Source: an optimization exercise on an open RTL-to-GDS flow (aim: small area and a short achievable clock period). Production flows keep margins and buffers that such runs may drop. No run shown here included a check of the RTL's function; only the layout flow was run. In every run shown here, the design's own scripts or RTL, not TritonCTS, make the clock network. The flow treats the clock pin as an ideal source. Dropping or thinning the clock tree relies on that and would not hold on a real chip. Power is estimated from default activity; no workload was simulated.

File: design/flow/standard.sh
#!/bin/bash
# synth_recipe.tcl (not shown) runs the flow's synth.tcl, then flattens the netlist and writes it again
# the make line also repeats each setting of config.mk as NAME=value (left out here)
make -C /OpenROAD-flow-scripts/flow DESIGN_CONFIG=/design/flow/config.mk WORK_HOME=/design/flow/orfs CLKGATE_MAP_FILE= SYNTH_SCRIPT=/design/flow/synth_recipe.tcl "${@:-finish}"
File: design/flow/config.mk
export PLATFORM = sky130hd
export DESIGN_NAME = FIFO
export DESIGN_NICKNAME = FIFO
export VERILOG_FILES = /design/flow/design.v
export SDC_FILE = /design/flow/constraint.sdc
export NUM_CORES = 4
export LEC_CHECK = 0
export CAP_MARGIN = 20
export CORE_MARGIN = 2
export CORE_UTILIZATION = 60
export CTS_BUF_LIST = sky130_fd_sc_hd__clkbuf_8
export CTS_CLUSTER_DIAMETER = 60
export CTS_CLUSTER_SIZE = 18
export SETUP_SLACK_MARGIN = 1.2
export SLEW_MARGIN = 20
File: design/flow/flow/manual_cts.tcl
# Sourced by ORFS's cts.tcl (PRE_CTS_TCL hook). Replaces clock_tree_synthesis
# with a two-level inverter tree: the clock port drives a few root inverters,
# which drive one leaf inverter per k-means cluster of flip-flops.

proc mcts_outpin {inst} {
  foreach it [$inst getITerms] {
    if {[$it isOutputSignal]} { return $it }
  }
}

# k-means of points (xs, ys) into K clusters of at most capf * n / K points,
# seeded along x. Returns {assign cx cy cnt}.
proc mcts_kmeans {xs ys K capf} {
  set n [llength $xs]
  set order [lsort -real -indices $xs]
  set cx {}
  set cy {}
  for {set k 0} {$k < $K} {incr k} {
    set i [lindex $order [expr {int(($k + 0.5) * $n / $K)}]]
    lappend cx [lindex $xs $i]
    lappend cy [lindex $ys $i]
  }
  set cap [expr {int(ceil($capf * $n / $K))}]
  for {set iter 0} {$iter < 40} {incr iter} {
    set pairs {}
    for {set i 0} {$i < $n} {incr i} {
      for {set k 0} {$k < $K} {incr k} {
        set d [expr {abs([lindex $xs $i] - [lindex $cx $k]) + abs([lindex $ys $i] - [lindex $cy $k])}]
        lappend pairs [list $d $i $k]
      }
    }
    set pairs [lsort -real -index 0 $pairs]
    set assign [lrepeat $n -1]
    set cnt [lrepeat $K 0]
    foreach p $pairs {
      lassign $p d i k
      if {[lindex $assign $i] >= 0} continue
      if {[lindex $cnt $k] >= $cap} continue
      lset assign $i $k
      lset cnt $k [expr {[lindex $cnt $k] + 1}]
    }
    set sx [lrepeat $K 0.0]
    set sy [lrepeat $K 0.0]
    for {set i 0} {$i < $n} {incr i} {
      set k [lindex $assign $i]
      lset sx $k [expr {[lindex $sx $k] + [lindex $xs $i]}]
      lset sy $k [expr {[lindex $sy $k] + [lindex $ys $i]}]
    }
    for {set k 0} {$k < $K} {incr k} {
      if {[lindex $cnt $k] > 0} {
        lset cx $k [expr {[lindex $sx $k] / [lindex $cnt $k]}]
        lset cy $k [expr {[lindex $sy $k] / [lindex $cnt $k]}]
      }
    }
  }
  return [list $assign $cx $cy $cnt]
}

# The clock port drives R root inverters; each drives a group of leaf
# inverters; each leaf inverter drives one cluster of about S flip-flops.
proc mcts_build {S R root_cell leaf_cell} {
  set block [ord::get_db_block]
  set db [ord::get_db]
  set clk_net [$block findNet CLOCK]
  set sinks {}
  set xs {}
  set ys {}
  foreach it [$clk_net getITerms] {
    set inst [$it getInst]
    set bb [$inst getBBox]
    lappend sinks $it
    lappend xs [expr {([$bb xMin] + [$bb xMax]) / 2.0}]
    lappend ys [expr {([$bb yMin] + [$bb yMax]) / 2.0}]
  }
  set n [llength $sinks]
  set K [expr {max($R, int(round(double($n) / $S)))}]
  lassign [mcts_kmeans $xs $ys $K 1.1] assign cx cy cnt
  puts "manual CTS: $n sinks in $K clusters of $cnt"
  lassign [mcts_kmeans $cx $cy $R 1.0] rassign rx ry rcnt
  puts "manual CTS: $R roots driving $rcnt leaves"
  set rootm [$db findMaster $root_cell]
  set leafm [$db findMaster $leaf_cell]
  set rnets {}
  for {set r 0} {$r < $R} {incr r} {
    set root [odb::dbInst_create $block $rootm clkinv_root_$r]
    $root setLocation [expr {int([lindex $rx $r])}] [expr {int([lindex $ry $r])}]
    $root setPlacementStatus PLACED
    set rnet [odb::dbNet_create $block clknet_root_$r]
    $rnet setSigType CLOCK
    [$root findITerm A] connect $clk_net
    [mcts_outpin $root] connect $rnet
    lappend rnets $rnet
  }
  for {set k 0} {$k < $K} {incr k} {
    set b [odb::dbInst_create $block $leafm clkinv_leaf_$k]
    $b setLocation [expr {int([lindex $cx $k])}] [expr {int([lindex $cy $k])}]
    $b setPlacementStatus PLACED
    set net [odb::dbNet_create $block clknet_leaf_$k]
    $net setSigType CLOCK
    [$b findITerm A] connect [lindex $rnets [lindex $rassign $k]]
    [mcts_outpin $b] connect $net
    for {set i 0} {$i < $n} {incr i} {
      if {[lindex $assign $i] == $k} {
        set it [lindex $sinks $i]
        $it disconnect
        $it connect $net
      }
    }
  }
  global_connect
}

set ::mcts_S 20
set ::mcts_R 3
set ::mcts_root sky130_fd_sc_hd__inv_16
set ::mcts_leaf sky130_fd_sc_hd__clkinv_8

# cts.tcl calls repair_clock_inverters and then clock_tree_synthesis after
# this hook; build the tree in place of the latter.
proc clock_tree_synthesis {args} {
  mcts_build $::mcts_S $::mcts_R $::mcts_root $::mcts_leaf
  set_propagated_clock [all_clocks]
}
File: design/flow/constraint.sdc
create_clock -name core_clock -period 2.5 [get_ports {CLOCK}]
set_input_delay 0.5000 -clock core_clock [delete_from_list [all_inputs] [get_ports {CLOCK}]]
set_output_delay 0.5000 -clock core_clock [all_outputs]
set_load 0.01 [all_outputs]
File: design/flow/design.v
module FIFO(
	input [7:0] DATA_IN,
	input READ, WRITE, CLEAR_N, RESET_N, CLOCK,
	output reg [7:0] DATA_OUT,
	output reg [4:0] USE_DW,
	output reg F_FULL_N, F_EMPTY_N
);
reg [255:0] sr;       
reg [7:0]   pd;       
reg         pv;       
reg [31:0]  sel;      
reg [31:0]  rd;        
reg [3:0]   rdq;       
reg         rdp;      
wire rst_n = RESET_N & CLEAR_N;
wire rst   = ~rst_n;
wire wa = WRITE & (READ ? F_EMPTY_N : F_FULL_N);
wire rr = READ & F_EMPTY_N;
always @(posedge CLOCK) begin
	pd <= DATA_IN;
	pv <= wa & ~rst;
end
always @(posedge CLOCK)
	if (pv)
		sr <= {sr[247:0], pd};
wire [31:0] sel_r1 = ({32{pv}} & sel) | ({32{~pv}} & {sel[0], sel[31:1]});    
wire [31:0] sel_r0 = ({32{pv}} & {sel[30:0], sel[31]}) | ({32{~pv}} & sel);   
always @(posedge CLOCK)
	sel <= ({32{rst_n}} & (({32{rr}} & sel_r1) | ({32{~rr}} & sel_r0))) | {rst, 31'd0};
reg [31:0] oldest;
integer s, q;
always @* begin
	oldest = 32'd0;
	for (s = 0; s < 32; s = s + 1)
		oldest[8*(s/8) +: 8] = oldest[8*(s/8) +: 8] | ({8{sel[s]}} & sr[8*s +: 8]);
end
always @(posedge CLOCK) begin
	rd <= oldest;
	for (q = 0; q < 4; q = q + 1)
		rdq[q] <= |sel[8*q +: 8];
	rdp <= pv & sel[31];
end
reg [7:0] rdsel;
always @* begin
	rdsel = 8'd0;
	for (q = 0; q < 4; q = q + 1)
		rdsel = rdsel | ({8{rdq[q]}} & rd[8*q +: 8]);
end
always @(posedge CLOCK)
	if (~F_EMPTY_N & WRITE & READ)
		DATA_OUT <= DATA_IN;
	else if (rdp)
		DATA_OUT <= sr[7:0];
	else
		DATA_OUT <= rdsel;
wire n31 = pv ? sel[29] : sel[30];
wire n1  = pv ? sel[31] : sel[0];
wire inc = WRITE & ~READ & F_FULL_N;
wire dec = READ & ~WRITE & F_EMPTY_N;
always @(posedge CLOCK)
	if (rst) begin
		USE_DW    <= 5'd0;
		F_FULL_N  <= 1'b1;
		F_EMPTY_N <= 1'b0;
	end else if (inc) begin
		USE_DW    <= USE_DW + 5'd1;
		F_FULL_N  <= ~n31;
		F_EMPTY_N <= 1'b1;
	end else if (dec) begin
		USE_DW    <= USE_DW - 5'd1;
		F_FULL_N  <= 1'b1;
		F_EMPTY_N <= ~n1;
	end
endmodule
File: design/flow/flow/run.sh
#!/bin/bash
# Standard ORFS layout, except that the clock tree is built by manual_cts.tcl:
# a two-level inverter tree (one root inverter, one leaf inverter per cluster
# of flip-flops) in place of TritonCTS's buffer tree.
set -euo pipefail
here=$(cd "$(dirname "$0")" && pwd)
export PRE_CTS_TCL="$here/manual_cts.tcl"
export PRE_RESIZE_TCL="$here/max_fanout.tcl"
export BUFFER_PORTS_ARGS="-buffer_cell sky130_fd_sc_hd__buf_2"
bash standard.sh > standard.log 2>&1
File: design/flow/flow/max_fanout.tcl
# Sourced by ORFS's resize.tcl (PRE_RESIZE_TCL hook) before repair_design:
# a fanout limit makes repair_design build buffer trees for the wide nets
# (the shift enable of the storage, the read selects).
set_max_fanout 20 [current_design]
==> summary.txt, run 1 <==
- The run finished with no timing, DRC or antenna violations.
- The die height is 147 um.
- The I/O pin count is 28.
- Power spread over the standard cell area amounts to 622 nW/um^2.
- The number of cells on the worst hold path is 0.
- Measured against its own limit, the worst slew margin works out to 0.518.
- For met1 alone, demand over resource in global routing was 0.373.
- For this design the static power due to leakage is 0.00462 uW.
- For this run the aggregate overflow at the end of global routing stands at 0.
- The share of async-settable or async-resettable flops after synthesis is 0.
- The all-layer global routing usage is 0.251.
- The mean instance size in the synthesized netlist is 16.0 sq um.
- The pin count of the biggest net entering global routing is 24.
- The max-slew violation count is 0.
- After detailed routing, the average wire length per cell comes to 25.3 um.
- The number of placed instances, taps included is 1,040.
- In the final layout, the share of cells above drive strength 1 is 0.253.
- Buffers placed on the I/O ports in this run total 27.
- The die covers 21,700 sq um.
- The dominant register cell in the synthesized netlist is sky130_fd_sc_hd__edfxtp_1.
- The initial utilization of the core area, before any placement, comes to 0.610.
- The final worst clock skew is 0.0286 ns.
- The share of the Yosys chip area taken by registers is 0.774.
- Yosys mapped a number of flops with a built-in enable equal to 256.
- The antenna violation net count after detailed routing is 0.
- For this run, global-route usage on met2 was measured as 0.407.
- The routed via count is 7,368.
- STA classifies the critical path startpoint as a primary input.
- Setup repair after global routing could not meet its margin everywhere.
- At the placement stage, the worst setup path has a slack of -2.07 ns.
- The worst reg2reg path depth is 6.
- In this run the most used layer during global routing was met2.
- Of all nets on the critical path, the largest fanout is 5.
- From synthesis to final layout, the design area changed by 16.8%.
- The wire length of the first global-routing pass is 42,300 um.
- The shortest clock period the worst path allows after layout is 1.73 ns.
- The final layout contains 864 nets.
- Of the available clock period, the critical path in the final layout requires 0.693.
- The initial antenna violation count is 2.
- The repair_antennas step left the layout with diodes totalling 0.
- The critical path is of the in2reg type.
- Max-cap violations in this run came to 0.
- Hold timing on the final database bottoms out at a slack of 0.406 ns.
- The number of hold violations in the final report came to 0.
- The area of the mapped netlist is 12,300 sq um.
- The count of synthesis-stage warnings from yosys is 1.
- Clock-pin slew was measured on the worst setup and hold paths at 0.06 ns.
- The total length of routed wires is 28,300 um.
- The first TritonRoute pass finished after 5 iterations.
- The total nets after synthesis is 788.
- IR analysis of the VDD net gives a maximum drop of 0.000469 V.
- The via count of the first global-routing pass is 7,137.
- Synthesis produced a netlist whose cell count is 771.
- The insertion delay of the later-clocked pin in the worst-skew pair is 0.15 ns.
- The final worst-path setup slack is 0.767 ns.
- The average vias per placed instance is 6.61.
- The type of destination of the critical path is a register.
- The synthesized flop and latch total is 349.
- Fill cells in the final layout number 1,300.
- In the global route stage, met3 resource usage came out at 0.0296.
- For this run, the top clock speed supported by timing is 577 MHz.
- For the pin with the worst max-slew slack, the measured transition is 0.722 ns.
- The count of unresolved DRC violations after routing is 0.
- The netlist uses 40 different library cells.
- The floorplan core area is 20,200 sq um.
- The congestion estimate from routability-driven global placement came to 0.762.
- The post-DP HPWL is 16,900 um.
- For the worst setup path, the data required time is 2.55 ns.
- In this run, the number of DRC markers left after iteration 0 of detailed routing was 667.
- The worst min-delay path class is reg2reg.
- The final instance count without filler cells is 1,115.
- The floorplan has 52 rows.
- The signal arrival time at the worst endpoint is 1.78 ns.
- Setup violations remaining at the end of the flow were counted as 0.
- The width of the die is 147 um.
Yosys cell counts (2+ instances only):
cell                       count  area [sq um]
sky130_fd_sc_hd__nand3_1      10          50.1
sky130_fd_sc_hd__buf_8         3          45.0
sky130_fd_sc_hd__edfxtp_1    256          7690
sky130_fd_sc_hd__nand2b_1      3          18.8
sky130_fd_sc_hd__nand4_1      33           206
sky130_fd_sc_hd__dfxtp_1      93          1860
sky130_fd_sc_hd__nand2_1      45           169
sky130_fd_sc_hd__nand3b_1      3          22.5
sky130_fd_sc_hd__buf_1         3          11.3
sky130_fd_sc_hd__buf_2         4          20.0
sky130_fd_sc_hd__xnor2_1       2          17.5
sky130_fd_sc_hd__nor4_1        8          50.1
sky130_fd_sc_hd__nor3_1        2          10.0
sky130_fd_sc_hd__buf_4        31           233
sky130_fd_sc_hd__and2_1        2          12.5
sky130_fd_sc_hd__clkbuf_1      8          30.0
sky130_fd_sc_hd__ha_1          3          37.5
sky130_fd_sc_hd__buf_6         4          45.0
sky130_fd_sc_hd__a21o_1        2          15.0
sky130_fd_sc_hd__a21oi_1      42           210
sky130_fd_sc_hd__a22oi_1     175          1310
sky130_fd_sc_hd__o21ai_0      10          50.1
sky130_fd_sc_hd__nor2_1       10          37.5
sky130_fd_sc_hd__a21oi_2       3          26.3
path summary, 6_finish.rpt:
check,start,to,slack [ns]
worst max-delay path,READ,sel[0]$_DFF_P_,0.77
worst min-delay path,pd[6]$_DFF_P_,sr[6]$_DFFE_PP_,0.41
worst max register to register,F_FULL_N$_SDFFE_PN1P_,USE_DW[4]$_SDFFE_PN0P_,0.88
worst min register to register,pd[6]$_DFF_P_,sr[6]$_DFFE_PP_,0.41
per-layer routing:
metal  part of all wire  vias to the layer above  wire length [um]
met5                  0                        -                 0
met4              0.020                        0               558
met3              0.068                       32              1910
met2               0.49                      309             14000
met1               0.42                     3795             11800
li1                   -                     3232                 -
power by group:
| group | total, uW | switching [uW] | internal (uW) |
|---|---|---|---|
| Sequential | 6330 | 62.8 | 6270 |
| Combinational | 380 | 193 | 186 |
| Clock | 2260 | 1890 | 373 |
stage by stage:
stage	utilization	total power (uW)	area, sq um	setup TNS, ns
floorplan	-	6580	12400	-16.77
global placement	0.621	6650	12600	0
CTS	0.685	8980	13900	0
detailed placement	0.630	6690	12700	-137.81
finish	0.713	8970	14400	0
global route	0.713	9280	14400	0
state kept, by name, summed over array words and instances (netlist names):
name and cells:
F_FULL_N 1, USE_DW 5, sr 256, pd 8, pv 1, rd 32, F_EMPTY_N 1, rdq 4
rdp 1, sel 32, DATA_OUT 8
repair_timing:
item,in CTS,in global routing
setup buffers,25,15
resized for setup,182,82
endpoints found under the setup margin,302,168
hold endpoints to repair,0,0
pin swaps,29,35
hold buffers,0,0
cloned,11,4
cell type report:
cell class,instances,area [sq um],area share
inverters,21,344,0.0239
multi-input cells,368,2790,0.193
flip-flops and latches,349,9560,0.663
well taps,270,338,0.0234
repair buffers,107,1400,0.0968
critical path: stages:
cell and delay, ns:
sky130_fd_sc_hd__buf_12 0.10, sky130_fd_sc_hd__buf_4 0.12, sky130_fd_sc_hd__buf_6 0.11, sky130_fd_sc_hd__and3b_2 0.25, sky130_fd_sc_hd__nor2_8 0.11, sky130_fd_sc_hd__buf_6 0.13, sky130_fd_sc_hd__buf_6 0.10, sky130_fd_sc_hd__buf_12 0.12
sky130_fd_sc_hd__nand2_4 0.05, sky130_fd_sc_hd__a21oi_2 0.17
cells in the final DEF (no fill, tap or decap), types with 2 or more instances in the layout:
cell / n
sky130_fd_sc_hd__a21o_1: 2
sky130_fd_sc_hd__a21oi_1: 20
sky130_fd_sc_hd__a21oi_2: 25
sky130_fd_sc_hd__a22oi_1: 156
sky130_fd_sc_hd__a22oi_2: 19
sky130_fd_sc_hd__and2_1: 2
sky130_fd_sc_hd__buf_12: 19
sky130_fd_sc_hd__buf_16: 9
sky130_fd_sc_hd__buf_2: 26
sky130_fd_sc_hd__buf_4: 23
sky130_fd_sc_hd__buf_6: 15
sky130_fd_sc_hd__buf_8: 7
sky130_fd_sc_hd__bufbuf_16: 3
sky130_fd_sc_hd__clkbuf_16: 3
sky130_fd_sc_hd__clkinv_8: 17
sky130_fd_sc_hd__dfxtp_1: 87
sky130_fd_sc_hd__dfxtp_2: 5
sky130_fd_sc_hd__edfxtp_1: 256
sky130_fd_sc_hd__ha_4: 2
sky130_fd_sc_hd__inv_16: 3
sky130_fd_sc_hd__nand2_1: 21
sky130_fd_sc_hd__nand2_2: 7
sky130_fd_sc_hd__nand2_4: 17
sky130_fd_sc_hd__nand2b_1: 3
sky130_fd_sc_hd__nand3_1: 10
sky130_fd_sc_hd__nand3b_1: 3
sky130_fd_sc_hd__nand4_1: 33
sky130_fd_sc_hd__nor2_1: 10
sky130_fd_sc_hd__nor4_1: 8
sky130_fd_sc_hd__o21ai_0: 8
sky130_fd_sc_hd__o21ai_1: 3
cell families (layout without fill, tap and decap cells):
kind of cell             after synthesis  after routing  share of synthesized area
AND/OR/NAND/NOR                      123            123                     0.0529
adder cells (fa/ha/maj)                4              4                    0.00466
AO/OA/AOI/OAI                        237            237                      0.135
multiplexers                           1              1                   0.000811
buffers and inverters                 54            128                     0.0314
flip-flops                           349            349                      0.774
XOR/XNOR                               3              3                    0.00213
==> inputs of run 2 (changes only) <==
==> design/flow/design.v (replaced) <==
module FIFO(
	input [7:0] DATA_IN,
	input READ, WRITE, CLEAR_N, RESET_N, CLOCK,
	output reg [7:0] DATA_OUT,
	output reg [4:0] USE_DW,
	output reg F_FULL_N, F_EMPTY_N
);
reg [255:0] sr;       
reg [7:0]   pd;       
reg         pv;       
reg [3:0]   lo;       
reg [7:0]   hi;       
reg [31:0]  rd;        
reg [3:0]   rdq;       
reg         rdp;      
wire rst = ~(RESET_N & CLEAR_N);
wire wa = WRITE & (READ ? F_EMPTY_N : F_FULL_N);
wire rr = READ & F_EMPTY_N;
always @(posedge CLOCK) begin
	pd <= DATA_IN;
	pv <= wa & ~rst;
end
always @(posedge CLOCK)
	if (pv)
		sr <= {sr[247:0], pd};
wire [3:0] lo_r0 = pv ? {lo[2:0], lo[3]} : lo;           
wire [3:0] lo_r1 = pv ? lo : {lo[0], lo[3:1]};           
wire [7:0] hi_r0 = (pv & lo[3]) ? {hi[6:0], hi[7]} : hi;
wire [7:0] hi_r1 = (~pv & lo[0]) ? {hi[0], hi[7:1]} : hi;
always @(posedge CLOCK)
	if (rst) begin
		lo <= 4'b1000;
		hi <= 8'b10000000;
	end else begin
		lo <= rr ? lo_r1 : lo_r0;
		hi <= rr ? hi_r1 : hi_r0;
	end
reg [31:0] oldest;
integer s, q;
always @* begin
	oldest = 32'd0;
	for (s = 0; s < 32; s = s + 1)
		oldest[8*(s/8) +: 8] = oldest[8*(s/8) +: 8] | ({8{lo[s%4] & hi[s/4]}} & sr[8*s +: 8]);
end
always @(posedge CLOCK) begin
	rd <= oldest;
	for (q = 0; q < 4; q = q + 1)
		rdq[q] <= hi[2*q] | hi[2*q+1];
	rdp <= pv & lo[3] & hi[7];
end
reg [7:0] rdsel;
always @* begin
	rdsel = 8'd0;
	for (q = 0; q < 4; q = q + 1)
		rdsel = rdsel | ({8{rdq[q]}} & rd[8*q +: 8]);
end
wire [7:0] rdout = rdp ? sr[7:0] : rdsel;
always @(posedge CLOCK)
	if (~F_EMPTY_N & WRITE & READ)
		DATA_OUT <= DATA_IN;
	else
		DATA_OUT <= rdout;
wire [4:0] cnt_up = F_FULL_N  ? USE_DW + 5'd1 : USE_DW;    
wire [4:0] cnt_dn = F_EMPTY_N ? USE_DW - 5'd1 : USE_DW;    
wire       full_up  = ~F_FULL_N | (USE_DW == 5'd31);      
wire       empty_dn = ~F_EMPTY_N | (USE_DW == 5'd1 && F_FULL_N);  
reg [4:0] cnt_n;
reg       full_n, empty_n;
always @* begin
	case ({WRITE, READ})
		2'b10: begin cnt_n = cnt_up; full_n = full_up;   empty_n = 1'b0;       end
		2'b01: begin cnt_n = cnt_dn; full_n = 1'b0;      empty_n = empty_dn;   end
		default: begin cnt_n = USE_DW; full_n = ~F_FULL_N; empty_n = ~F_EMPTY_N; end
	endcase
end
always @(posedge CLOCK) begin
	USE_DW    <= rst ? 5'd0 : cnt_n;
	F_FULL_N  <= rst | ~full_n;
	F_EMPTY_N <= ~rst & ~empty_n;
end
endmodule
--- a/design/flow/flow/run.sh
+++ b/design/flow/flow/run.sh
@@ -6,5 +6,3 @@
 here=$(cd "$(dirname "$0")" && pwd)
 export PRE_CTS_TCL="$here/manual_cts.tcl"
-export PRE_RESIZE_TCL="$here/max_fanout.tcl"
-export BUFFER_PORTS_ARGS="-buffer_cell sky130_fd_sc_hd__buf_2"
 bash standard.sh > standard.log 2>&1
--- a/design/flow/config.mk
+++ b/design/flow/config.mk
@@ -12,4 +12,4 @@
 export CTS_CLUSTER_DIAMETER = 60
 export CTS_CLUSTER_SIZE = 18
-export SETUP_SLACK_MARGIN = 1.2
+export SETUP_SLACK_MARGIN = 1.0
 export SLEW_MARGIN = 20
removed: design/flow/flow/max_fanout.tcl
==> run 2 against run 1 <==
Final area down 9.7%. Critical path type unchanged. Critical endpoint is now USE_DW[3]$_SDFFE_PN0P_. Largest power group unchanged. Total power down 5.2%. Global-route usage down 2.5 points. Still clean on timing, DRC and antenna. Sequential power down 4.6%. Via count down 8.1%. Clock skew down 0.011 ns.
==> summary.txt, run 2 <==
- The total length of routed wires came to 24,000 um (was 28,300 um).
- The layout cell share with drive strength beyond 1 is 0.122 (was 0.253).
- The post-DP HPWL came to 14,400 um (was 16,900 um).
- The top cell type by total area after synthesis is sky130_fd_sc_hd__edfxtp_1 (unchanged).
- The initial core utilization is 0.610 (about the same).
- Largest registers: sr: 256 flops, rd: 32 flops (was sr: 256 flops, rd: 32 flops, sel: 32 flops).
- The floorplan core area is 19,400 sq um (was 20,200 sq um).
- The post-synthesis cell count is 738 (was 771).
- The placer's final routability congestion estimate is 0.831 (was 0.762).
- The required time of the critical path is 2.53 ns (was 2.55 ns).
- The wire length of the first global-routing pass is 36,700 um (was 42,300 um).
- The number of input and output port buffers inserted is 27 (unchanged).
- The share of synthesized cell area in and, or, nand and nor gates is 0.0419 (was 0.0529).
- The register area share after synthesis is 0.773 (was 0.774).
- The transition time at the pin with the least slew margin was 0.571 ns (was 0.722 ns).
- The main combinational cell family by area after synthesis is compound AO/OA/AOI/OAI gates (unchanged).
- The mux share of post-synthesis cell area is 0.00169 (was 0.000811).
- The dominant register cell in the synthesized netlist was sky130_fd_sc_hd__edfxtp_1 (unchanged).
- The most common cell in the netlist is sky130_fd_sc_hd__edfxtp_1 (unchanged).
- The maximum clock rate is 613 MHz (was 577 MHz).
- The leakage power of the design is 0.00430 uW (was 0.00462 uW).
- The final hold slack is 0.403 ns (was 0.406 ns).
- The signed area change from the synthesized netlist to the final layout is 10.0% (was 16.8%).
- The worst max-slew margin expressed relative to the limit is 0.620 (was 0.518).
- The final setup violation count is 0 (unchanged).
- The initial antenna violation count is 0 (was 2).
- The number of hold violations in the final report is 0 (unchanged).
- The area of the die is 20,900 sq um (was 21,700 sq um).
- The portion of synthesized cell area occupied by the leading cell type was 0.649 (was 0.623).
- The count of unresolved DRC violations after routing is 0 (unchanged).
- The startpoint class of the critical path is a primary input (unchanged).
- The type of destination of the critical path is a register (unchanged).
- The largest incremental delay on the critical path is 0.46 ns (was 0.25 ns).
- The classification of the worst setup path is in2reg (unchanged).
- The slowest stage cell on the critical path is sky130_fd_sc_hd__or4b_4 (was sky130_fd_sc_hd__and3b_2).
- The die height is 144 um (was 147 um).
- The share of synthesized cell area in full adder, half adder and majority cells is 0.00634 (was 0.00466).
- The number of iterations in the first detailed-routing pass is 5 (unchanged).
- The max-capacitance violation count was 0 (unchanged).
- Setup repair after global routing missed its margin: true (unchanged).
- The count of flip-flops with a built-in enable after synthesis is 256 (unchanged).
- The routed wirelength normalized by instance count came to 23.4 um (was 25.3 um).
- The register ranked first by flip-flop count is sr (unchanged).
- The final clock period utilization by the worst path was 0.652 (was 0.693).
- The peak supply drop came to 0.000432 V (was 0.000469 V).
- Most frequent cells in the layout: sky130_fd_sc_hd__edfxtp_1, sky130_fd_sc_hd__a22o_1, sky130_fd_sc_hd__dfxtp_1, sky130_fd_sc_hd__a22oi_1, sky130_fd_sc_hd__nand2_1 (was sky130_fd_sc_hd__edfxtp_1, sky130_fd_sc_hd__a22oi_1, sky130_fd_sc_hd__dfxtp_1, sky130_fd_sc_hd__nand4_1, sky130_fd_sc_hd__buf_2).
- The count of different cell masters after synthesis is 43 (was 40).
- The final worst-path setup slack is 0.869 ns (was 0.767 ns).
- The reg-to-reg critical path startpoint is USE_DW[0]$_SDFFE_PN0P_ (was F_FULL_N$_SDFFE_PN1P_).
- The global-route congestion overflow total is 0 (unchanged).
- The area of the mapped netlist is 11,800 sq um (was 12,300 sq um).
- The net count reported at finish is 781 (was 864).
- The source of the worst hold timing path is pd[0]$_DFF_P_ (was pd[6]$_DFF_P_).
- The worst min-delay path class is reg2reg (unchanged).
- The signal arrival time at the worst endpoint came to 1.66 ns (was 1.78 ns).
- The I/O pin count is 28 (unchanged).
- The family with the most delay on the worst path is simple AND/OR/NAND/NOR gates (was buffers and inverters).
- The mean instance size in the synthesized netlist was 16.0 sq um (about the same).
- The hold buffer count at CTS is 0 (unchanged).
- The fraction of the mapped netlist area in compound gates is 0.150 (was 0.135).
- The via count of the first global-routing pass came to 6,626 (was 7,137).
- The standard-cell row count is 51 (was 52).
- The maximum net fanout on the critical path is 3 (was 5).
- The share of the synthesized netlist area taken by xor and xnor gates is 0.00296 (was 0.00213).
- The all-layer global routing usage is 0.226 (was 0.251).
- The number of flip-flops in the largest register is 256 (unchanged).
- Cells taking the most area after synthesis: sky130_fd_sc_hd__edfxtp_1, sky130_fd_sc_hd__dfxtp_1, sky130_fd_sc_hd__a22o_1 (was sky130_fd_sc_hd__edfxtp_1, sky130_fd_sc_hd__dfxtp_1, sky130_fd_sc_hd__a22oi_1).
- The synthesized flop and latch total was 329 (was 349).
- The width of the die is 144 um (was 147 um).
- The share of async-settable or async-resettable flops after synthesis is 0 (unchanged).
- The buffering stage count on the worst path with inverters included was 2 (was 6).
- The shortest clock period the worst path allows after layout came to 1.63 ns (was 1.73 ns).
- The final worst clock skew is 0.0176 ns (was 0.0286 ns).
- The commonest non-fill, non-tap cell in the layout is sky130_fd_sc_hd__edfxtp_1 (unchanged).
- The pin count of the biggest net entering global routing is 105 (was 24).
- The insertion delay of the later-clocked pin in the worst-skew pair is 0.14 ns (was 0.15 ns).
- The power per standard cell area is 653 nW/um^2 (was 622 nW/um^2).
- The routed via count is 6,774 (was 7,368).
- The max-slew violation count is 0 (unchanged).
- The total nets after synthesis is 757 (was 788).
- The starting DRC count in detailed routing is 818 (was 667).
- Commonest cells post-synth: sky130_fd_sc_hd__edfxtp_1, sky130_fd_sc_hd__dfxtp_1, sky130_fd_sc_hd__a22o_1 (was sky130_fd_sc_hd__edfxtp_1, sky130_fd_sc_hd__a22oi_1, sky130_fd_sc_hd__dfxtp_1).
- The count of synthesis-stage warnings from yosys is 1 (unchanged).
- The CTS clock-pin slew for the worst setup and hold paths came to 0.08 ns (was 0.06 ns).
- The number of diodes is 0 (unchanged).
- The critical path startpoint was WRITE (was READ).
- The worst setup slack after placement is 0.159 ns (was -2.07 ns).
- Outcome: finished clean (unchanged).
- Cell breakdown of the critical path: buf_12, inv_12, ha_4, or4b_4, a211oi_2, xnor2_1, nor2_1 (was buf_12, buf_4, buf_6, and3b_2, nor2_8, buf_6, buf_6, buf_12, nand2_4, a21oi_2).
- The average vias per placed instance was 6.61 (about the same).
- The antenna violation net count after detailed routing is 0 (unchanged).
==> run 2: cell types whose count changed in the layout (fill, tap and decap cells not counted), sizes merged, moves of 20 or more <==
| cell | delta |
|---|---|
| a222oi | +26 |
| a22oi | -122 |
| dfxtp | -20 |
| a21oi | -28 |
| buf | -69 |
| nand4 | -33 |
| a22o | +63 |
==> run 2: logic make-up after synthesis <==
kind of cell	count (synthesis)
and+or+nand+nor	108
muxes	2
adders and majority gates	6
xor gates and xnor gates	4
buffers and inverters	67
AOI/OAI and AO/OA	222
DFF	329
==> run 2: metal layers <==
| metal | up-vias | part of all wire | global-route usage |
|---|---|---|---|
| li1 | 3020 | - | - |
| met4 | 0 | 0.022 | 0.0496 |
| met5 | - | 0 | 0 |
| met3 | 47 | 0.064 | 0.0192 |
| met2 | 251 | 0.48 | 0.369 |
| met1 | 3456 | 0.43 | 0.338 |
==> run 2: where the power goes <==
group,internal (uW),total (uW),switching (uW)
sequential,5960,6040,81.3
clock,357,2130,1770
combinational,142,330,188
==> run 2: worst paths after layout <==
path / end / slack (ns) / depth (start not counted)
max: USE_DW[3]$_SDFFE_PN0P_ / 0.87 / 7
min: sr[0]$_DFFE_PP_ / 0.40 / 0
max reg2reg: USE_DW[4]$_SDFFE_PN0P_ / 0.97 / 6
min reg2reg: sr[0]$_DFFE_PP_ / 0.40 / 0
==> run 2: cell type report <==
class / count / area, sq um
flip-flops and latches: 329 / 9190
inverters: 33 / 388
well taps: 265 / 332
fillers: 1395 / 6370
multi-input cells: 343 / 2560
repair buffers: 55 / 558
==> run 2: stage by stage <==
stage	setup TNS (ns)	area, sq um	total power (uW)	std cells	util
after floorplan	-6.50	11900	6330	738	-
after detailed placement	0	12400	6470	996	0.642
final	0	13000	8500	1025	0.672
after global placement	0	12400	6450	996	0.642
after CTS	0	12900	8570	1023	0.667
after global routing	0	13000	8790	1025	0.672
==> run 2: what timing repair did <==
| item | CTS | global route |
|---|---|---|
| setup endpoints to repair | 107 | 31 |
| resized for setup | 53 | 19 |
| gates cloned | 1 | 0 |
| buffers inserted | 7 | 2 |
| pin swaps | 11 | 10 |
==> inputs of run 3 (changes only) <==
--- a/design/flow/config.mk
+++ b/design/flow/config.mk
@@ -12,4 +12,4 @@
 export CTS_CLUSTER_DIAMETER = 60
 export CTS_CLUSTER_SIZE = 18
-export SETUP_SLACK_MARGIN = 1.0
+export SETUP_SLACK_MARGIN = 1.2
 export SLEW_MARGIN = 20
==> run 3 against run 2 <==
Setup slack about the same. Total power up 0.75%. Synthesized area unchanged. Critical endpoint unchanged. Sequential share of layout area down 4.1 points. Largest power group unchanged. Global-route usage up 1.6 points. Largest cell class unchanged. Clock skew up 0.026 ns. First-iteration DRC count down 7.3%.
==> summary.txt, run 3 <==
- Outcome: finished clean (unchanged).
- The number of input and output port buffers inserted is 27 (unchanged).
- The maximum net fanout on the critical path came to 2 (was 3).
- The net count reported at finish is 826 (was 781).
- The number of placed instances, taps included is 997 (was 996).
- The count of synthesis-stage warnings from yosys is 1 (unchanged).
- The fraction of the core area covered by cells at the end of the flow is 0.713 (was 0.672).
- The mean instance size in the synthesized netlist is 16.0 sq um (unchanged).
- The worst min-delay path class is reg2reg (unchanged).
- The post-synthesis cell count is 738 (unchanged).
- The critical path startpoint is WRITE (unchanged).
- The width of the die came to 144 um (unchanged).
- Largest registers: sr: 256 flops, rd: 32 flops (unchanged).
- The number of flip-flops in the largest register was 256 (unchanged).
- The routed wirelength normalized by instance count is 24.6 um (was 23.4 um).
- The peak supply drop came to 0.000467 V (was 0.000432 V).
- The startpoint class of the critical path is a primary input (unchanged).
- The capture point of the worst path was USE_DW[3]$_SDFFE_PN0P_ (unchanged).
- The post-DP HPWL is 14,300 um (was 14,400 um).
- The worst reg2reg path depth came to 6 (unchanged).
- The worst max-slew margin expressed relative to the limit is 0.658 (was 0.620).
- The most common cell in the netlist is sky130_fd_sc_hd__edfxtp_1 (unchanged).
- The final setup TNS was 0 ns (unchanged).
- The final worst clock skew is 0.0440 ns (was 0.0176 ns).
- The via count of the first global-routing pass is 6,752 (was 6,626).
- The number of diodes is 0 (unchanged).
- The signal arrival time at the worst endpoint is 1.67 ns (was 1.66 ns).
- The final setup violation count came to 0 (unchanged).
- The area of the die is 20,900 sq um (unchanged).
- The routed via count was 6,995 (was 6,774).
- The final worst-path setup slack is 0.869 ns (about the same).
- Most frequent cells in the layout: sky130_fd_sc_hd__edfxtp_1, sky130_fd_sc_hd__a22o_1, sky130_fd_sc_hd__dfxtp_1, sky130_fd_sc_hd__a22oi_1 (was sky130_fd_sc_hd__edfxtp_1, sky130_fd_sc_hd__a22o_1, sky130_fd_sc_hd__dfxtp_1, sky130_fd_sc_hd__a22oi_1, sky130_fd_sc_hd__nand2_1).
- The reg-to-reg critical path startpoint is USE_DW[1]$_SDFFE_PN0P_ (was USE_DW[0]$_SDFFE_PN0P_).
- The commonest non-fill, non-tap cell in the layout is sky130_fd_sc_hd__edfxtp_1 (unchanged).
- The max-capacitance violation count came to 0 (unchanged).
- The met2 routing resource usage after global routing is 0.409 (was 0.369).
- The capturing point of the worst reg2reg path is USE_DW[4]$_SDFFE_PN0P_ (unchanged).
- The register-to-register setup slack is 1.04 ns (was 0.97 ns).
- The standard-cell row count was 51 (unchanged).
- The final clock period utilization by the worst path is 0.652 (about the same).
- The initial antenna violation count is 0 (unchanged).
- The insertion delay of the later-clocked pin in the worst-skew pair was 0.15 ns (was 0.14 ns).
- The average vias per placed instance is 6.54 (was 6.61).
- The total length of routed wires is 26,300 um (was 24,000 um).
- The top cell type by total area after synthesis is sky130_fd_sc_hd__edfxtp_1 (unchanged).
- The register ranked first by flip-flop count is sr (unchanged).
- The transition time at the pin with the least slew margin is 0.513 ns (was 0.571 ns).
- The classification of the worst setup path was in2reg (unchanged).
- The antenna violation net count after detailed routing is 0 (unchanged).
- The total nets after synthesis is 757 (unchanged).
- The leakage power of the design is 0.00463 uW (was 0.00430 uW).
- Cells taking the most area after synthesis: sky130_fd_sc_hd__edfxtp_1, sky130_fd_sc_hd__dfxtp_1, sky130_fd_sc_hd__a22o_1 (unchanged).
- The most used routing layer is met2 (unchanged).
- The count of different cell masters after synthesis is 43 (unchanged).
- The synthesized flop and latch total came to 329 (unchanged).
- The layout cell share with drive strength beyond 1 came to 0.232 (was 0.122).
- The CTS clock-pin slew for the worst setup and hold paths is 0.08 ns (about the same).
- The placer's final routability congestion estimate is 0.844 (was 0.831).
- The pin count of the biggest net entering global routing is 88 (was 105).
- The register area share after synthesis came to 0.773 (unchanged).
- The shortest clock period the worst path allows after layout was 1.63 ns (about the same).
- The maximum clock rate is 613 MHz (about the same).
- The share of async-settable or async-resettable flops after synthesis came to 0 (unchanged).
- The signed area change from the synthesized netlist to the final layout came to 16.9% (was 10.0%).
- The portion of synthesized cell area occupied by the leading cell type was 0.649 (unchanged).
- The dominant register cell in the synthesized netlist is sky130_fd_sc_hd__edfxtp_1 (unchanged).
- The floorplan core area is 19,400 sq um (unchanged).
- The number of iterations in the first detailed-routing pass came to 6 (was 5).
- The initial core utilization is 0.610 (unchanged).
- Commonest cells post-synth: sky130_fd_sc_hd__edfxtp_1, sky130_fd_sc_hd__dfxtp_1, sky130_fd_sc_hd__a22o_1 (unchanged).
- Setup repair after global routing missed its margin: true (unchanged).
- The required time of the critical path is 2.54 ns (was 2.53 ns).
- The die height was 144 um (unchanged).
- The wire length of the first global-routing pass is 38,800 um (was 36,700 um).
- The global-route congestion overflow total is 0 (unchanged).
- The count of flip-flops with a built-in enable after synthesis is 256 (unchanged).
- The filler cell count was 1,278 (was 1,395).
- The final instance count without filler cells is 1,070 (was 1,025).
- The type of destination of the critical path is a register (unchanged).
- The power per standard cell area is 619 nW/um^2 (was 653 nW/um^2).
- The count of unresolved DRC violations after routing was 0 (unchanged).
- The multi-input combinational cell area came to 2770 sq um (was 2560 sq um).
- The final hold slack was 0.410 ns (was 0.403 ns).
- The area of the mapped netlist is 11,800 sq um (unchanged).
- The all-layer global routing usage was 0.242 (was 0.226).
- The max-slew violation count came to 0 (unchanged).
- The worst setup slack after placement is 0.0646 ns (was 0.159 ns).
- The number of hold violations in the final report is 0 (unchanged).
- The register area came to 9200 sq um (was 9190 sq um).
- The met1 track utilization from global routing came to 0.354 (was 0.338).
- The starting DRC count in detailed routing is 758 (was 818).
- The met3 demand-to-capacity share in global routing came to 0.0172 (was 0.0192).
- The I/O pin count is 28 (unchanged).
-- run 3: cell counts after synthesis --
No cell type changed its count.
-- run 3: stage by stage --
step	instance area, sq um	total power, uW
CTS	13400	8590
finish	13800	8570
global placement	12500	6460
detailed placement	12500	6480
floorplan	12000	6340
global route	13800	8850
-- run 3: worst min-delay path by stage --
| stage | slack [ns] | from | end | depth (start not counted) |
|---|---|---|---|---|
| detailed placement | 0.39 | pd[5]$_DFF_P_ | sr[5]$_DFFE_PP_ | 0 |
| floorplan | 0.39 | pd[0]$_DFF_P_ | sr[0]$_DFFE_PP_ | 0 |
| finish | 0.41 | pd[0]$_DFF_P_ | sr[0]$_DFFE_PP_ | 0 |
| global route | 0.42 | pd[3]$_DFF_P_ | sr[3]$_DFFE_PP_ | 0 |
| CTS | 0.41 | pd[0]$_DFF_P_ | sr[0]$_DFFE_PP_ | 0 |
| global placement | 0.39 | pd[4]$_DFF_P_ | sr[4]$_DFFE_PP_ | 0 |
-- run 3: logic make-up after synthesis --
family | after synthesis | share of synthesized area
buf+inv | 67 | 0.0239
xor+xnor | 4 | 0.00296
fa+ha+maj | 6 | 0.00634
mux | 2 | 0.00169
flops | 329 | 0.773
simple gates | 108 | 0.0419
compound gates | 222 | 0.150
-- run 3: critical path, cell delays in order --
cell and delay (ns):
sky130_fd_sc_hd__buf_8 0.11, sky130_fd_sc_hd__inv_12 0.04, sky130_fd_sc_hd__ha_4 0.12, sky130_fd_sc_hd__or4b_4 0.46
sky130_fd_sc_hd__a211oi_2 0.24, sky130_fd_sc_hd__xnor2_1 0.15, sky130_fd_sc_hd__nor2_1 0.05
-- run 3: layout make-up --
type / count / share of cell area
multi-input combinational: 345 / 0.200
tap: 265 / 0.0240
sequential: 329 / 0.664
timing repair buffer: 98 / 0.0825
inverter: 33 / 0.0287
-- run 3: repair_timing --
item                                    4_1_cts  5_1_grt
hold buffers                                  0        0
buffers inserted                             30       15
endpoints found under the setup margin      334       77
pin swaps                                    30       46
resized for setup                           107       62
gates cloned                                  6        3
-- run 3: per-layer routing --
layer / part of all wire / wire length (um)
met5: 0 / 0
met4: 0.020 / 524
met3: 0.054 / 1430
met2: 0.50 / 13100
met1: 0.43 / 11200
-- run 3: where the power goes --
part,internal [uW],switching [uW]
combinational,174,221
clock,358,1770
sequential,5960,79.5
==> inputs of run 4 (changes only) <==
--- a/design/flow/design.v
+++ b/design/flow/design.v
@@ -61,18 +61,48 @@
 	else
 		DATA_OUT <= rdout;
-wire [4:0] cnt_up = F_FULL_N  ? USE_DW + 5'd1 : USE_DW;    
-wire [4:0] cnt_dn = F_EMPTY_N ? USE_DW - 5'd1 : USE_DW;    
-wire       full_up  = ~F_FULL_N | (USE_DW == 5'd31);      
-wire       empty_dn = ~F_EMPTY_N | (USE_DW == 5'd1 && F_FULL_N);  
+reg [3:0] nlo;
+reg [7:0] nhi;
+function [4:0] enc;
+	input [3:0] l;
+	input [7:0] h;
+	begin
+		enc[0] = l[1] | l[3];
+		enc[1] = l[2] | l[3];
+		enc[2] = h[1] | h[3] | h[5] | h[7];
+		enc[3] = h[2] | h[3] | h[6] | h[7];
+		enc[4] = h[4] | h[5] | h[6] | h[7];
+	end
+endfunction
+wire [3:0] nlo_up = F_FULL_N ? {nlo[2:0], nlo[3]} : nlo;
+wire [7:0] nhi_up = (F_FULL_N & nlo[3]) ? {nhi[6:0], nhi[7]} : nhi;
+wire [3:0] nlo_dn = F_EMPTY_N ? {nlo[0], nlo[3:1]} : nlo;
+wire [7:0] nhi_dn = (F_EMPTY_N & nlo[0]) ? {nhi[0], nhi[7:1]} : nhi;
+wire [4:0] cnt_up = enc(nlo_up, nhi_up);
+wire [4:0] cnt_dn = enc(nlo_dn, nhi_dn);
+wire       full_up  = ~F_FULL_N | (nlo[3] & nhi[7]);             
+wire       empty_dn = ~F_EMPTY_N | (nlo[1] & nhi[0] & F_FULL_N);  
+reg [3:0] nlo_n;
+reg [7:0] nhi_n;
 reg [4:0] cnt_n;
 reg       full_n, empty_n;
 always @* begin
 	case ({WRITE, READ})
-		2'b10: begin cnt_n = cnt_up; full_n = full_up;   empty_n = 1'b0;       end
-		2'b01: begin cnt_n = cnt_dn; full_n = 1'b0;      empty_n = empty_dn;   end
-		default: begin cnt_n = USE_DW; full_n = ~F_FULL_N; empty_n = ~F_EMPTY_N; end
+		2'b10: begin
+			nlo_n = nlo_up; nhi_n = nhi_up; cnt_n = cnt_up;
+			full_n = full_up; empty_n = 1'b0;
+		end
+		2'b01: begin
+			nlo_n = nlo_dn; nhi_n = nhi_dn; cnt_n = cnt_dn;
+			full_n = 1'b0; empty_n = empty_dn;
+		end
+		default: begin
+			nlo_n = nlo; nhi_n = nhi; cnt_n = USE_DW;
+			full_n = ~F_FULL_N; empty_n = ~F_EMPTY_N;
+		end
 	endcase
 end
 always @(posedge CLOCK) begin
+	nlo       <= rst ? 4'b0001 : nlo_n;
+	nhi       <= rst ? 8'b00000001 : nhi_n;
 	USE_DW    <= rst ? 5'd0 : cnt_n;
 	F_FULL_N  <= rst | ~full_n;
--- a/design/flow/flow/run.sh
+++ b/design/flow/flow/run.sh
@@ -6,3 +6,4 @@
 here=$(cd "$(dirname "$0")" && pwd)
 export PRE_CTS_TCL="$here/manual_cts.tcl"
+export BUFFER_PORTS_ARGS="-buffer_cell sky130_fd_sc_hd__buf_2"
 bash standard.sh > standard.log 2>&1
==> run 4 against run 3 <==
Still clean on timing, DRC and antenna. Sequential share of layout area decreased by 1.8 points. Final area increased by 5.4%. Global-route usage increased by 1.3 points. Sequential power increased by 3%. Critical path depth increased by 1. Clock skew decreased by 0.013 ns. Sequential cell count increased by 12. Hold slack got worse by 0.0036 ns. Combinational power increased by 23%. Largest power group unchanged. Highest routed layer unchanged.
==> summary.txt, run 4 <==
- The post-synthesis cell count is 836 (was 738).
- The register ranked first by flip-flop count is sr (unchanged).
- The total internal power came to 6730 uW (was 6490 uW).
- The count of synthesis-stage warnings from yosys is 1 (unchanged).
- The routed via count is 8,039 (was 6,995).
- The final worst-path setup slack was 0.918 ns (was 0.869 ns).
- The CTS clock-pin slew for the worst setup and hold paths was 0.07 ns (was 0.08 ns).
- The total nets after synthesis is 851 (was 757).
- The post-DP HPWL is 17,000 um (was 14,300 um).
- The share of async-settable or async-resettable flops after synthesis is 0 (unchanged).
- The net switching power is 2250 uW (was 2070 uW).
- The largest incremental delay on the critical path is 0.33 ns (was 0.46 ns).
- The buffering stage count on the worst path with inverters included is 3 (was 2).
- The max-capacitance violation count came to 0 (unchanged).
- The portion of synthesized cell area occupied by the leading cell type was 0.609 (was 0.649).
- The starting DRC count in detailed routing is 983 (was 758).
- The classification of the worst setup path is in2reg (unchanged).
- Cell breakdown of the critical path: buf_12, inv_12, ha_4, buf_6, nor2b_4, nor2b_4, a222oi_1, nor2_1 (was buf_8, inv_12, ha_4, or4b_4, a211oi_2, xnor2_1, nor2_1).
- The source of the worst hold timing path was pd[3]$_DFF_P_ (was pd[0]$_DFF_P_).
- The fraction of the core area covered by cells at the end of the flow came to 0.701 (was 0.713).
- The maximum net fanout on the critical path was 6 (was 2).
- The max-slew violation count is 0 (unchanged).
- The I/O pin count is 28 (unchanged).
- The endpoint of the worst hold path was sr[3]$_DFFE_PP_ (was sr[0]$_DFFE_PP_).
- The maximum clock rate is 632 MHz (was 613 MHz).
- The number of hold violations in the final report was 0 (unchanged).
- The insertion delay of the later-clocked pin in the worst-skew pair is 0.15 ns (about the same).
- The dominant register cell in the synthesized netlist is sky130_fd_sc_hd__edfxtp_1 (unchanged).
- The power per standard cell area is 616 nW/um^2 (was 619 nW/um^2).
- The global-route congestion overflow total is 0 (unchanged).
- The count of flip-flops with a built-in enable after synthesis is 256 (unchanged).
- The number of cells on the worst hold path came to 0 (unchanged).
- The register area share after synthesis was 0.744 (was 0.773).
- The final instance count without filler cells is 1,181 (was 1,070).
- The area of the die is 22,200 sq um (was 20,900 sq um).
- The number of flip-flops in the largest register is 256 (unchanged).
- The number of diodes is 0 (unchanged).
- The shortest clock period the worst path allows after layout is 1.58 ns (was 1.63 ns).
- The layout cell share with drive strength beyond 1 was 0.256 (was 0.232).
- The combinational share of power is 0.054 (was 0.046).
- The net count reported at finish is 923 (was 826).
- The sequential group share of total power was 0.694 (was 0.705).
- Most frequent cells in the layout: sky130_fd_sc_hd__edfxtp_1, sky130_fd_sc_hd__dfxtp_1, sky130_fd_sc_hd__buf_4, sky130_fd_sc_hd__nand3_1, sky130_fd_sc_hd__nand2_1 (was sky130_fd_sc_hd__edfxtp_1, sky130_fd_sc_hd__a22o_1, sky130_fd_sc_hd__dfxtp_1, sky130_fd_sc_hd__a22oi_1).
- The startpoint class of the critical path is a primary input (unchanged).
- The initial core utilization is 0.606 (was 0.610).
- The clock power share is 0.252 (was 0.249).
- The worst min-delay path class was reg2reg (unchanged).
- The via count of the first global-routing pass is 7,587 (was 6,752).
- The type of destination of the critical path is a register (unchanged).
- The floorplan core area was 20,800 sq um (was 19,400 sq um).
- The mean instance size in the synthesized netlist is 15.1 sq um (was 16.0 sq um).
- The commonest non-fill, non-tap cell in the layout is sky130_fd_sc_hd__edfxtp_1 (unchanged).
- The all-layer global routing usage came to 0.255 (was 0.242).
- The routed wirelength normalized by instance count is 25.2 um (was 24.6 um).
- Outcome: finished clean (unchanged).
- The count of different cell masters after synthesis was 59 (was 43).
- The switching power share of the total is 0.251 (was 0.242).
- The peak supply drop is 0.000421 V (was 0.000467 V).
- The leakage power of the design was 0.00491 uW (was 0.00463 uW).
- The pin count of the biggest net entering global routing is 90 (was 88).
- The slowest stage cell on the critical path is sky130_fd_sc_hd__a222oi_1 (was sky130_fd_sc_hd__or4b_4).
- The standard-cell row count is 53 (was 51).
- In this design, the critical path's most frequently occurring cell is sky130_fd_sc_hd__nor2b_4.
- The number of placed instances, taps included is 1,093 (was 997).
- The total length of routed wires is 29,800 um (was 26,300 um).
- The top cell type by total area after synthesis is sky130_fd_sc_hd__edfxtp_1 (unchanged).
- The number of input and output port buffers inserted was 27 (unchanged).
- The number of iterations in the first detailed-routing pass is 5 (was 6).
- The hold buffer count at CTS is 0 (unchanged).
- The placer's final routability congestion estimate is 0.827 (was 0.844).
- The family with the most delay on the worst path is simple AND/OR/NAND/NOR gates (unchanged).
- The capturing point of the worst reg2reg path was nhi[2]$_SDFFE_PN0N_ (was USE_DW[4]$_SDFFE_PN0P_).
- Cells taking the most area after synthesis: sky130_fd_sc_hd__edfxtp_1, sky130_fd_sc_hd__dfxtp_1, sky130_fd_sc_hd__a22o_1 (unchanged).
- The final hold slack was 0.406 ns (was 0.410 ns).
- The worst max-slew margin expressed relative to the limit is 0.586 (was 0.658).
- Commonest cells post-synth: sky130_fd_sc_hd__edfxtp_1, sky130_fd_sc_hd__dfxtp_1, sky130_fd_sc_hd__clkbuf_1 (was sky130_fd_sc_hd__edfxtp_1, sky130_fd_sc_hd__dfxtp_1, sky130_fd_sc_hd__a22o_1).
- The width of the die is 149 um (was 144 um).
- The signed area change from the synthesized netlist to the final layout is 15.6% (was 16.9%).
- The required time of the critical path is 2.52 ns (was 2.54 ns).
- The die height is 149 um (was 144 um).
- The worst reg2reg path depth is 5 (was 6).
- Setup repair after global routing missed its margin: true (unchanged).
- The antenna violation net count after detailed routing is 0 (unchanged).
- The worst setup slack after placement was 0.562 ns (was 0.0646 ns).
- Largest registers: sr: 256 flops, rd: 32 flops (unchanged).
- The final setup violation count is 0 (unchanged).
- The final worst clock skew came to 0.0313 ns (was 0.0440 ns).
- The average vias per placed instance is 6.81 (was 6.54).
- The register-to-register setup slack is 0.95 ns (was 1.04 ns).
- The reg-to-reg critical path startpoint is nlo[3]$_SDFFE_PN0N_ (was USE_DW[1]$_SDFFE_PN0P_).
- The final clock period utilization by the worst path came to 0.633 (was 0.652).
- The area of the mapped netlist is 12,600 sq um (was 11,800 sq um).
- The initial antenna violation count is 0 (unchanged).
- The count of unresolved DRC violations after routing is 0 (unchanged).
- The signal arrival time at the worst endpoint is 1.60 ns (was 1.67 ns).
- The transition time at the pin with the least slew margin came to 0.621 ns (was 0.513 ns).
- The synthesized flop and latch total came to 341 (was 329).
- The wire length of the first global-routing pass is 44,400 um (was 38,800 um).
- The final setup TNS was 0 ns (unchanged).
- The most common cell in the netlist is sky130_fd_sc_hd__edfxtp_1 (unchanged).
[run 4: power groups by stage]
stage | logic (uW) | registers (uW) | clock network [uW]
6_report | 486 | 6240 | 2260
4_1_cts | 444 | 6240 | 2320
2_1_floorplan | 237 | 6370 | 0
5_1_grt | 517 | 6250 | 2510
3_5_place_dp | 350 | 6370 | 0
3_3_place_gp | 338 | 6370 | 0
[run 4: cells by family after synthesis]
| logic type | Yosys count | synth area share |
|---|---|---|
| flip-flops | 341 | 0.744 |
| AO/OA/AOI/OAI | 239 | 0.154 |
| AND/OR/NAND/NOR | 164 | 0.0640 |
| buffers and inverters | 81 | 0.0284 |
| multiplexers | 9 | 0.00734 |
| adder cells (fa/ha/maj) | 2 | 0.00198 |
[run 4: metrics by stage]
step	power (uW)	cell area, sq um
CTS	9010	14200
floorplan	6610	12900
global placement	6710	13100
global route	9270	14600
finish	8980	14600
detailed placement	6720	13100
[run 4: layer usage]
metal,GRT usage,share of wire,vias up,wire length [um]
met1,0.388,0.42,4073,12600
met3,0.0287,0.077,63,2300
met5,0,0,-,0
li1,-,-,3504,-
met2,0.395,0.47,399,14000
met4,0.0738,0.029,0,865
[run 4: cell type report]
| type | instances | area, sq um |
|---|---|---|
| Timing Repair Buffer | 115 | 1160 |
| Inverter | 35 | 410 |
| Fill cell | 1398 | 6240 |
| Tap cell | 275 | 344 |
| Sequential cell | 341 | 9430 |
| Multi-Input combinational cell | 415 | 3240 |
[run 4: worst max path at each step]
stage	slack, ns	startpoint	endpoint	cells after the start
after CTS	0.95	WRITE	nhi[2]$_SDFFE_PN0N_	8
final	0.92	WRITE	nhi[2]$_SDFFE_PN0N_	8
after global placement	0.61	READ	nhi[2]$_SDFFE_PN0N_	7
after floorplan	-0.61	pv$_DFF_P_	hi[7]$_SDFFE_PN1P_	6
after detailed placement	0.56	READ	nhi[2]$_SDFFE_PN0N_	7
after global routing	0.88	WRITE	USE_DW[4]$_SDFFE_PN0N_	8
[run 4: what timing repair did]
action | CTS | global route
endpoints found under the setup margin | 331 | 143
pin swaps | 31 | 38
gates resized for setup | 85 | 57
cloned | 3 | 2
setup buffers | 40 | 23
==> inputs of run 5 (changes only) <==
--- a/design/flow/config.mk
+++ b/design/flow/config.mk
@@ -12,4 +12,4 @@
 export CTS_CLUSTER_DIAMETER = 60
 export CTS_CLUSTER_SIZE = 18
-export SETUP_SLACK_MARGIN = 1.2
+export SETUP_SLACK_MARGIN = 1.0
 export SLEW_MARGIN = 20
==> run 5 against run 4 <==
Still clean on timing, DRC and antenna. Global-route usage decreased by 1.2 points. Register-to-register slack better by 0.04 ns. Cell count down 3.7%. Sequential power about the same. Clock skew down 0.0052 ns. Utilization shrank 3.9 points. Sequential cell count unchanged. Sequential share of layout area is 3.7 points higher. Synthesized area unchanged. Hold slack got worse by 0.0099 ns. First-iteration DRC count shrank 13%. Total power down 0.95%. Largest power group unchanged.
==> summary.txt, run 5 <==
- Cells taking the most area after synthesis: sky130_fd_sc_hd__edfxtp_1, sky130_fd_sc_hd__dfxtp_1, sky130_fd_sc_hd__a22o_1 (unchanged).
- The peak supply drop is 0.000510 V (was 0.000421 V).
- The post-synthesis cell count is 836 (unchanged).
- The register ranked first by flip-flop count is sr (unchanged).
- The via count of the first global-routing pass came to 7,419 (was 7,587).
- The pin count of the biggest net entering global routing is 160 (was 90).
- The width of the die was 149 um (unchanged).
- The maximum clock rate is 636 MHz (was 632 MHz).
- Commonest cells post-synth: sky130_fd_sc_hd__edfxtp_1, sky130_fd_sc_hd__dfxtp_1, sky130_fd_sc_hd__clkbuf_1 (unchanged).
- Outcome: finished clean (unchanged).
- The all-layer global routing usage was 0.244 (was 0.255).
- The leakage power of the design is 0.00456 uW (was 0.00491 uW).
- The average vias per placed instance is 6.71 (was 6.81).
- The number of flip-flops in the largest register is 256 (unchanged).
- The count of flip-flops with a built-in enable after synthesis came to 256 (unchanged).
- The total nets after synthesis was 851 (unchanged).
- The top cell type by total area after synthesis is sky130_fd_sc_hd__edfxtp_1 (unchanged).
- The buffering stage count on the worst path with inverters included is 3 (unchanged).
- The final worst clock skew is 0.0262 ns (was 0.0313 ns).
- Setup repair after global routing missed its margin: true (unchanged).
- The register area share after synthesis was 0.744 (unchanged).
- The number of iterations in the first detailed-routing pass is 8 (was 5).
- The cell area reported after detailed placement is 13,100 sq um (about the same).
- The maximum net fanout on the critical path came to 6 (unchanged).
- The insertion delay of the later-clocked pin in the worst-skew pair was 0.15 ns (about the same).
- The count of unresolved DRC violations after routing was 0 (unchanged).
- The worst min-delay path class was reg2reg (unchanged).
- The type of destination of the critical path is a register (unchanged).
- The signal arrival time at the worst endpoint is 1.62 ns (was 1.60 ns).
- The transition time at the pin with the least slew margin is 0.798 ns (was 0.621 ns).
- The required time of the critical path is 2.55 ns (was 2.52 ns).
- The wire length of the first global-routing pass came to 42,600 um (was 44,400 um).
- The global-route congestion overflow total is 0 (unchanged).
- The detailed-route wire length on metal 1 is 12,300 um (was 12,600 um).
- The max-capacitance violation count is 0 (unchanged).
- The shortest clock period the worst path allows after layout came to 1.57 ns (was 1.58 ns).
- The family with the most delay on the worst path is compound AO/OA/AOI/OAI gates (was simple AND/OR/NAND/NOR gates).
- The initial antenna violation count came to 0 (unchanged).
- The final clock period utilization by the worst path is 0.629 (was 0.633).
- The highest routing layer actually used was met4 (unchanged).
- The antenna violation net count after detailed routing is 0 (unchanged).
- The total non-filler cell area in the finished layout came to 13,800 sq um (was 14,600 sq um).
- Largest registers: sr: 256 flops, rd: 32 flops (unchanged).
- The number of hold violations in the final report came to 0 (unchanged).
- The portion of synthesized cell area occupied by the leading cell type is 0.609 (unchanged).
- The signed area change from the synthesized netlist to the final layout is 9.17% (was 15.6%).
- The total length of routed wires is 27,800 um (was 29,800 um).
- The layout cell share with drive strength beyond 1 is 0.168 (was 0.256).
- The slowest stage cell on the critical path was sky130_fd_sc_hd__nor2_1 (was sky130_fd_sc_hd__a222oi_1).
- The power per standard cell area was 646 nW/um^2 (was 616 nW/um^2).
- The CTS clock-pin slew for the worst setup and hold paths is 0.07 ns (about the same).
- The most common cell in the netlist is sky130_fd_sc_hd__edfxtp_1 (unchanged).
- The net count reported at finish came to 879 (was 923).
- Most frequent cells in the layout: sky130_fd_sc_hd__edfxtp_1, sky130_fd_sc_hd__dfxtp_1, sky130_fd_sc_hd__nand3_1, sky130_fd_sc_hd__nand2_1, sky130_fd_sc_hd__a22oi_1 (was sky130_fd_sc_hd__edfxtp_1, sky130_fd_sc_hd__dfxtp_1, sky130_fd_sc_hd__buf_4, sky130_fd_sc_hd__nand3_1, sky130_fd_sc_hd__nand2_1).
- The count of different cell masters after synthesis was 59 (unchanged).
- The area of the die is 22,200 sq um (unchanged).
- The post-DP HPWL was 16,900 um (was 17,000 um).
- The worst max-slew margin expressed relative to the limit is 0.468 (was 0.586).
- The I/O pin count is 28 (unchanged).
- The initial core utilization was 0.606 (unchanged).
- The met2 routed wirelength is 13,100 um (was 14,000 um).
- The count of synthesis-stage warnings from yosys was 1 (unchanged).
- The dominant register cell in the synthesized netlist is sky130_fd_sc_hd__edfxtp_1 (unchanged).
- The largest incremental delay on the critical path is 0.25 ns (was 0.33 ns).
- The routed wirelength normalized by instance count is 24.5 um (was 25.2 um).
- The hold buffer count at CTS is 0 (unchanged).
- The placer's final routability congestion estimate was 0.885 (was 0.827).
- The number of input and output port buffers inserted was 27 (unchanged).
- The standard-cell row count is 53 (unchanged).
- The mean instance size in the synthesized netlist is 15.1 sq um (unchanged).
- The fraction of the core area covered by cells at the end of the flow was 0.662 (was 0.701).
- Cell breakdown of the critical path: buf_12, inv_12, ha_4, buf_4, nor2_1, o21a_1, a21oi_1, a31oi_1 (was buf_12, inv_12, ha_4, buf_6, nor2b_4, nor2b_4, a222oi_1, nor2_1).
- The startpoint class of the critical path is a primary input (unchanged).
- The routed via count is 7,627 (was 8,039).
- The max-slew violation count is 0 (unchanged).
- The floorplan core area is 20,800 sq um (unchanged).
- The routed length on met3 came to 1590 um (was 2300 um).
- The share of async-settable or async-resettable flops after synthesis is 0 (unchanged).
- The starting DRC count in detailed routing was 853 (was 983).
- The number of diodes is 0 (unchanged).
- The area of the mapped netlist came to 12,600 sq um (unchanged).
- The synthesized flop and latch total came to 341 (unchanged).
- The classification of the worst setup path was in2reg (unchanged).
- The die height was 149 um (unchanged).
- The final setup violation count is 0 (unchanged).
- The commonest non-fill, non-tap cell in the layout is sky130_fd_sc_hd__edfxtp_1 (unchanged).
[run 5: cell counts after synthesis]
Identical to the previous run, type by type.
[run 5: stage by stage]
| stage | std cells | TNS, ns | power [uW] | hold WS (ns) | worst slack, ns |
|---|---|---|---|---|---|
| 2_1_floorplan | 836 | -6.28 | 6580 | 0.386 | -0.611 |
| 3_3_place_gp | 1096 | 0 | 6690 | 0.389 | 0.475 |
| 3_5_place_dp | 1096 | 0 | 6710 | 0.393 | 0.419 |
| 4_1_cts | 1130 | 0 | 8940 | 0.397 | 0.935 |
| 5_1_grt | 1137 | 0 | 9190 | 0.392 | 0.878 |
| 6_report | 1137 | 0 | 8900 | 0.396 | 0.928 |
[run 5: metal layers]
metal  vias up  track usage
li1       3403            -
met1      3841        0.369
met2       332        0.391
met3        51       0.0177
met4         0       0.0614
met5         -            0
[run 5: layout make-up]
class	count	area, sq um
fillers	1512	7050
multi-input cells	415	3010
repair buffers	71	588
inverters	35	410
flip-flops and latches	341	9420
well taps	275	344
[run 5: cells by family (layout without fill, tap and decap cells)]
group | count (synthesis) | after routing | share of synthesized area
AND/OR/NAND/NOR | 164 | 164 | 0.0640
adder cells (fa/ha/maj) | 2 | 2 | 0.00198
AO/OA/AOI/OAI | 239 | 240 | 0.154
buffers and inverters | 81 | 106 | 0.0284
multiplexers | 9 | 9 | 0.00734
flip-flops | 341 | 341 | 0.744
[run 5: path summary, 6_finish.rpt]
kind | to | slack [ns] | startpoint | cells after the start
worst max-delay path | USE_DW[2]$_SDFFE_PN0N_ | 0.93 | WRITE | 8
worst min-delay path | sr[1]$_DFFE_PP_ | 0.40 | pd[1]$_DFF_P_ | 0
worst max register to register | nhi[2]$_SDFFE_PN0N_ | 0.99 | nlo[3]$_SDFFE_PN0N_ | 4
worst min register to register | sr[1]$_DFFE_PP_ | 0.40 | pd[1]$_DFF_P_ | 0
[run 5: what timing repair did]
action                                 CTS  global route
pin swaps                                9             8
resized for setup                       40            16
cloned                                   1             0
setup endpoints to repair               69            76
setup buffers                           13             7
endpoints found under the hold margin    0             0
[run 5: where the power goes]
part / total [uW] / internal, uW / switching (uW)
Combinational: 386 / 152 / 234
Sequential: 6250 / 6160 / 87.0
Clock: 2260 / 371 / 1890

[afterwards: timing with drivers on the ports]
In the flow no input, the clock included, has a driving cell. The finished layouts below were timed again as built, in two steps.
Step 1 assumes that a clkbuf_16 drives the clock port and a buf_2 every other input.
Step 2 also shifts input and output timing later by t, the mid clock arrival at the registers, as if the neighbouring blocks saw the same clock.
a / b / c = no drivers / after step 1 / after step 2; a / b = the first two.
run | t (ns) | setup WS [ns] | worst setup path after step 2 | latest minus earliest clock arrival (ns) | pins driven straight from the clock port
run 1 | 0.299 | 0.767 / 0.867 / 0.568 | input to register | 0.031 / 0.032 | 3
run 2 | 0.294 | 0.869 / 0.727 / 0.688 | input to register | 0.019 / 0.018 | 3
run 3 | 0.286 | 0.869 / 0.989 / 0.703 | input to register | 0.047 / 0.049 | 3
run 4 | 0.293 | 0.918 / 0.949 / 0.722 | input to register | 0.040 / 0.041 | 3
run 5 | 0.295 | 0.928 / 0.990 / 0.726 | input to register | 0.031 / 0.031 | 3
After both steps every run listed still meets setup and hold. The setup slack of run 5, which loses most, moves by +0.062 ns with the drivers and by -0.202 ns with both steps.
